Context: an optimization exercise on an open-source flow, tuned for small area and a short achievable clock period. The choices shown serve that exercise and are no tape-out recipe. Where RTL was checked, it was by simulation tests only, not by an equivalence proof against the original. Power and IR drop assume default switching activity.

== 01-28 ==
Design RGBtoGray, start of the top module:
module RGBtoGray (r, g, b, valid_in, clk, rst, grayout, valid_out);
Settings: LEC_CHECK=0, ABC_AREA=1, CAP_MARGIN=20, CORE_MARGIN=2, CORE_UTILIZATION=40, CTS_BUF_LIST=sky130_fd_sc_hd__clkbuf_4, PLACE_DENSITY=0.6, SLEW_MARGIN=20; clock period 12.0 ns.
standard.sh (not shown) runs the stock make flow with config.mk's settings and CLKGATE_MAP_FILE= SYNTH_SCRIPT=/design/flow/synth_recipe.tcl, a recipe that flattens the netlist after the stock synthesis.
==> flow/flow/run.sh <==
#!/bin/bash
# 1. the standard synthesis (standard.sh synth), unchanged.
# 2. flow/invpush.py: full adders are self-dual, so an fa cell can take complemented inputs and
#    give complemented outputs; it flips fa cells where that needs fewer inverters. Registers,
#    ports and every register's and port's logic function stay as synthesis made them.
set -euo pipefail
R=orfs/results/${FLOW_PLATFORM}/RGBtoGray/base
bash standard.sh SETUP_SLACK_MARGIN=8 'BUFFER_PORTS_ARGS=-buffer_cell sky130_fd_sc_hd__buf_1' synth > synth.log 2>&1
python3 flow/invpush.py $R/1_2_yosys.v $R/1_2_yosys.inv.v > invpush.log 2>&1
mv $R/1_2_yosys.inv.v $R/1_2_yosys.v
rm -f $R/1_synth.odb
bash standard.sh SETUP_SLACK_MARGIN=8 'BUFFER_PORTS_ARGS=-buffer_cell sky130_fd_sc_hd__buf_1' finish > standard_flow.log 2>&1
Other scripts of this flow, unchanged in this note and not shown: flow/flow/invpush.py
Input changes introduced in 10-07 (baseline for comparison: 01-28):
Settings: clearing CTS_BUF_LIST, which used to be sky130_fd_sc_hd__clkbuf_4.
### Flow results
For the portion of the layout cell area used by non-clock buffers, 10-07 came in 0.34 points lower than 01-28 did.
Fmax in 10-07 is 2.9% above 01-28.
Cmp 10-07 vs 01-28: design area higher in 10-07
Switching part of the total power in 10-07 is 1.3 points lower than in 01-28
NOTE: sum of met3 wire segment lengths after detailed routing in 10-07 falls short of that of 01-28
No functional check of the RTL was part of any run of this note.

## umber
RGBtoGray, a different RTL version from the one above (not shown whole).
Size in the first run: roughly 130 I/O pins.
// RGBtoGray
module RGBtoGray (r, g, b, valid_in, clk, rst, grayout, valid_out);
  input [31:0] r, g, b;
  input valid_in, clk, rst;
  output [31:0] grayout;
  output valid_out;
  reg [31:0] r_q1;
  always @(posedge clk) r_q1 <= r;
  reg [31:0] g_q1;
  always @(posedge clk) g_q1 <= g;
  reg [31:0] b_q1;
  always @(posedge clk) b_q1 <= b;
  wire [24:0] haR, hbR; wire clR;
  mul_R umR(.f(r_q1[22:0]), .ha(haR), .hb(hbR), .cl(clR));
  wire [0:0] hR = (r_q1[22:0] >= 23'd5639165);
  wire [7:0] eR = r_q1[30:23] + 8'd254 + {7'd0, hR};
  wire [0:0] sR = r_q1[31];
  wire [0:0] ziR = (r_q1[30:23] == 8'd0);
  wire [24:0] haG, hbG; wire clG;
  mul_G umG(.f(g_q1[22:0]), .ha(haG), .hb(hbG), .cl(clG));
  wire [0:0] hG = (g_q1[22:0] >= 23'd5902036);
  wire [7:0] eG = g_q1[30:23] + 8'd255 + {7'd0, hG};
  wire [0:0] sG = g_q1[31];
  wire [0:0] ziG = (g_q1[30:23] == 8'd0);
  wire [24:0] haB, hbB; wire clB;
  mul_B umB(.f(b_q1[22:0]), .ha(haB), .hb(hbB), .cl(clB));
  wire [0:0] hB = (b_q1[22:0] >= 23'd809428);
  wire [7:0] eB = b_q1[30:23] + 8'd252 + {7'd0, hB};
  wire [0:0] sB = b_q1[31];
  wire [0:0] ziB = (b_q1[30:23] == 8'd0);
  wire [0:0] zR = ziR | (eR == 8'd0);
  wire [0:0] zG = ziG | (eG == 8'd0);
  reg [24:0] haR_q2;
  always @(posedge clk) haR_q2 <= haR;
  reg [24:0] hbR_q2;
  always @(posedge clk) hbR_q2 <= hbR;
  reg [0:0] clR_q2;
  always @(posedge clk) clR_q2 <= clR;
  reg [0:0] hR_q2;
  always @(posedge clk) hR_q2 <= hR;
  reg [7:0] eR_q2;
  always @(posedge clk) eR_q2 <= eR;
  reg [0:0] sR_q2;
  always @(posedge clk) sR_q2 <= sR;
  reg [24:0] haG_q2;
  always @(posedge clk) haG_q2 <= haG;
  reg [24:0] hbG_q2;
  always @(posedge clk) hbG_q2 <= hbG;
  reg [0:0] clG_q2;
  always @(posedge clk) clG_q2 <= clG;
  reg [0:0] hG_q2;
  always @(posedge clk) hG_q2 <= hG;
  reg [7:0] eG_q2;
  always @(posedge clk) eG_q2 <= eG;
  ...
export LEC_CHECK = 0
export ABC_AREA = 1
export CAP_MARGIN = 20
export CORE_MARGIN = 2
export CORE_UTILIZATION = 60
export CTS_BUF_LIST = sky130_fd_sc_hd__clkbuf_8
export CTS_CLUSTER_DIAMETER = 55
export CTS_CLUSTER_SIZE = 20
export PLACE_DENSITY = 0.8
export SLEW_MARGIN = 20
create_clock -name core_clock -period 12.0 [get_ports {clk}]
==> flow/flow/run.sh <==
#!/bin/bash
# 1. the standard synthesis (standard.sh synth), unchanged.
# 2. flow/invpush.py: full adders are self-dual, so an fa cell can take complemented inputs and
#    give complemented outputs; it flips fa cells where that needs fewer inverters. Registers,
#    ports and every register's and port's logic function stay as synthesis made them.
set -euo pipefail
R=orfs/results/${FLOW_PLATFORM}/RGBtoGray/base
bash standard.sh SETUP_SLACK_MARGIN=8.4 'BUFFER_PORTS_ARGS=-buffer_cell sky130_fd_sc_hd__buf_1' synth > synth.log 2>&1
python3 flow/invpush.py $R/1_2_yosys.v $R/1_2_yosys.inv.v > invpush.log 2>&1
mv $R/1_2_yosys.inv.v $R/1_2_yosys.v
rm -f $R/1_synth.odb
bash standard.sh SETUP_SLACK_MARGIN=8.4 'BUFFER_PORTS_ARGS=-buffer_cell sky130_fd_sc_hd__buf_1' finish > standard_flow.log 2>&1
Other scripts of this flow, unchanged in this note and not shown: flow/flow/invpush.py
What zinc does differently from umber at the input level:
-- flow/flow/run.sh --
<<< umber, line 8
bash standard.sh SETUP_SLACK_MARGIN=8.4 'BUFFER_PORTS_ARGS=-buffer_cell sky130_fd_sc_hd__buf_1' synth > synth.log 2>&1
>>> zinc, line 8
bash standard.sh SETUP_SLACK_MARGIN=8.5 'BUFFER_PORTS_ARGS=-buffer_cell sky130_fd_sc_hd__buf_1' synth > synth.log 2>&1
<<< umber, line 12
bash standard.sh SETUP_SLACK_MARGIN=8.4 'BUFFER_PORTS_ARGS=-buffer_cell sky130_fd_sc_hd__buf_1' finish > standard_flow.log 2>&1
>>> zinc, line 12
bash standard.sh SETUP_SLACK_MARGIN=8.5 'BUFFER_PORTS_ARGS=-buffer_cell sky130_fd_sc_hd__buf_1' finish > standard_flow.log 2>&1
-- flow/config.mk --
<<< umber, line 11
export CORE_UTILIZATION = 60
>>> zinc, line 11
export CORE_UTILIZATION = 70
<<< umber, line 13
export CTS_CLUSTER_DIAMETER = 55
export CTS_CLUSTER_SIZE = 20
export PLACE_DENSITY = 0.8
>>> zinc, line 13
export CTS_CLUSTER_DIAMETER = 50
export CTS_CLUSTER_SIZE = 16
export PLACE_DENSITY = 0.88
Findings:
Comparing umber and zinc, the lower wire length on met1 is on umber.
Combinational power (zinc over umber): increase, about 12%
For the share of power burned in combinational logic, zinc came in 2.0 points higher than umber did.
Reported for umber and zinc, overflow left after global routing turned out identical to the last digit.
Area taken by flip-flops and latches: zinc vs umber, no meaningful difference
Multi-input gate share of total cell area delta (zinc -> umber): insignificant
zinc ended up with a lower setup slack than umber did.
| cell area after technology mapping | umber vs zinc | ≈ equal |

build 27:
RGBtoGray, a different RTL version from the one above (not shown whole).
Size: roughly 4800 cells after synthesis, about 130 I/O pins, ~46000 um2 of cells after synthesis.
Settings: LEC_CHECK=0, ABC_AREA=1, CAP_MARGIN=20, CORE_MARGIN=2, CORE_UTILIZATION=55, CTS_BUF_LIST=sky130_fd_sc_hd__clkbuf_8, CTS_CLUSTER_DIAMETER=50, CTS_CLUSTER_SIZE=16, PLACE_DENSITY=0.75, SLEW_MARGIN=20; clock period 12.0 ns.
==> flow/flow/run.sh <==
#!/bin/bash
# 1. the standard synthesis (standard.sh synth), unchanged.
# 2. flow/invpush.py: full adders are self-dual, so an fa cell can take complemented inputs and
#    give complemented outputs; it flips fa cells where that needs fewer inverters. Registers,
#    ports and every register's and port's logic function stay as synthesis made them.
set -euo pipefail
R=orfs/results/${FLOW_PLATFORM}/RGBtoGray/base
bash standard.sh SETUP_SLACK_MARGIN=8 'BUFFER_PORTS_ARGS=-buffer_cell sky130_fd_sc_hd__buf_1' synth > synth.log 2>&1
python3 flow/invpush.py $R/1_2_yosys.v $R/1_2_yosys.inv.v > invpush.log 2>&1
mv $R/1_2_yosys.inv.v $R/1_2_yosys.v
rm -f $R/1_synth.odb
bash standard.sh SETUP_SLACK_MARGIN=8 'BUFFER_PORTS_ARGS=-buffer_cell sky130_fd_sc_hd__buf_1' finish > standard_flow.log 2>&1
Other scripts of this flow, unchanged in this note and not shown: flow/flow/invpush.py
> inputs changed (build 27 -> build 53)
- CTS_CLUSTER_DIAMETER: 50 -> 40
- CTS_CLUSTER_SIZE: 16 -> 10
- CORE_UTILIZATION: 55 -> 40
- PLACE_DENSITY: 0.75 -> 0.6
Findings:
Changes observed in build 53 relative to build 27: die outline area went up; tap cell count moved up; via count shrank by about 0.7%.
Compared with build 27, build 53 shows a fraction of area in registers that is 0.93 points lower.
Changes in build 93 relative to build 53:
- a change of CTS_CLUSTER_SIZE from 10 to 20
- a change of CTS_CLUSTER_DIAMETER from 40 to 55
When build 93 is set beside build 53, its layout overhead on the synthesized area turns out to be 1.7 points smaller.
Re maximum resistive drop on vdd: build 93 is about 8% up on build 53.
Smallest setup slack after layout delta (build 53 -> build 93): insignificant
Cells: build 93 has fewer instances than build 53

==> static timing again, ports no longer ideal <==
No port has a modelled driver above. Below, the same layouts with a new extraction and two added sets of constraints. Step 1 sets driving cells, clkbuf_16 on the clock port and buf_2 on the other inputs (assumed; they add their load-dependent delay and slew). Step 2, shift: input delay + t, output delay - t, t = (earliest + latest rising clock arrival at the registers) / 2. This alone moves slack from input paths to output paths. Slacks: no drivers / after step 1 / after step 2; pairs: no drivers / after step 1.
| run | t (ns) | slack for setup (ns) | worst setup path after step 2 |
|---|---|---|---|
| 01-28 | 1.198 | 8.040 / 7.975 / 8.168 | register to register |
| 10-07 | 0.740 | 8.151 / 8.151 / 8.151 | register to register |
| umber | 0.758 | 8.293 / 8.293 / 8.293 | register to register |
| zinc | 0.808 | 8.176 / 8.176 / 8.176 | register to register |
| build 27 | 0.795 | 8.174 / 8.174 / 8.174 | register to register |
| build 53 | 0.876 | 8.148 / 8.148 / 8.148 | register to register |
| build 93 | 0.789 | 8.146 / 8.146 / 8.146 | register to register |
After both steps setup and hold are still met in every run listed.
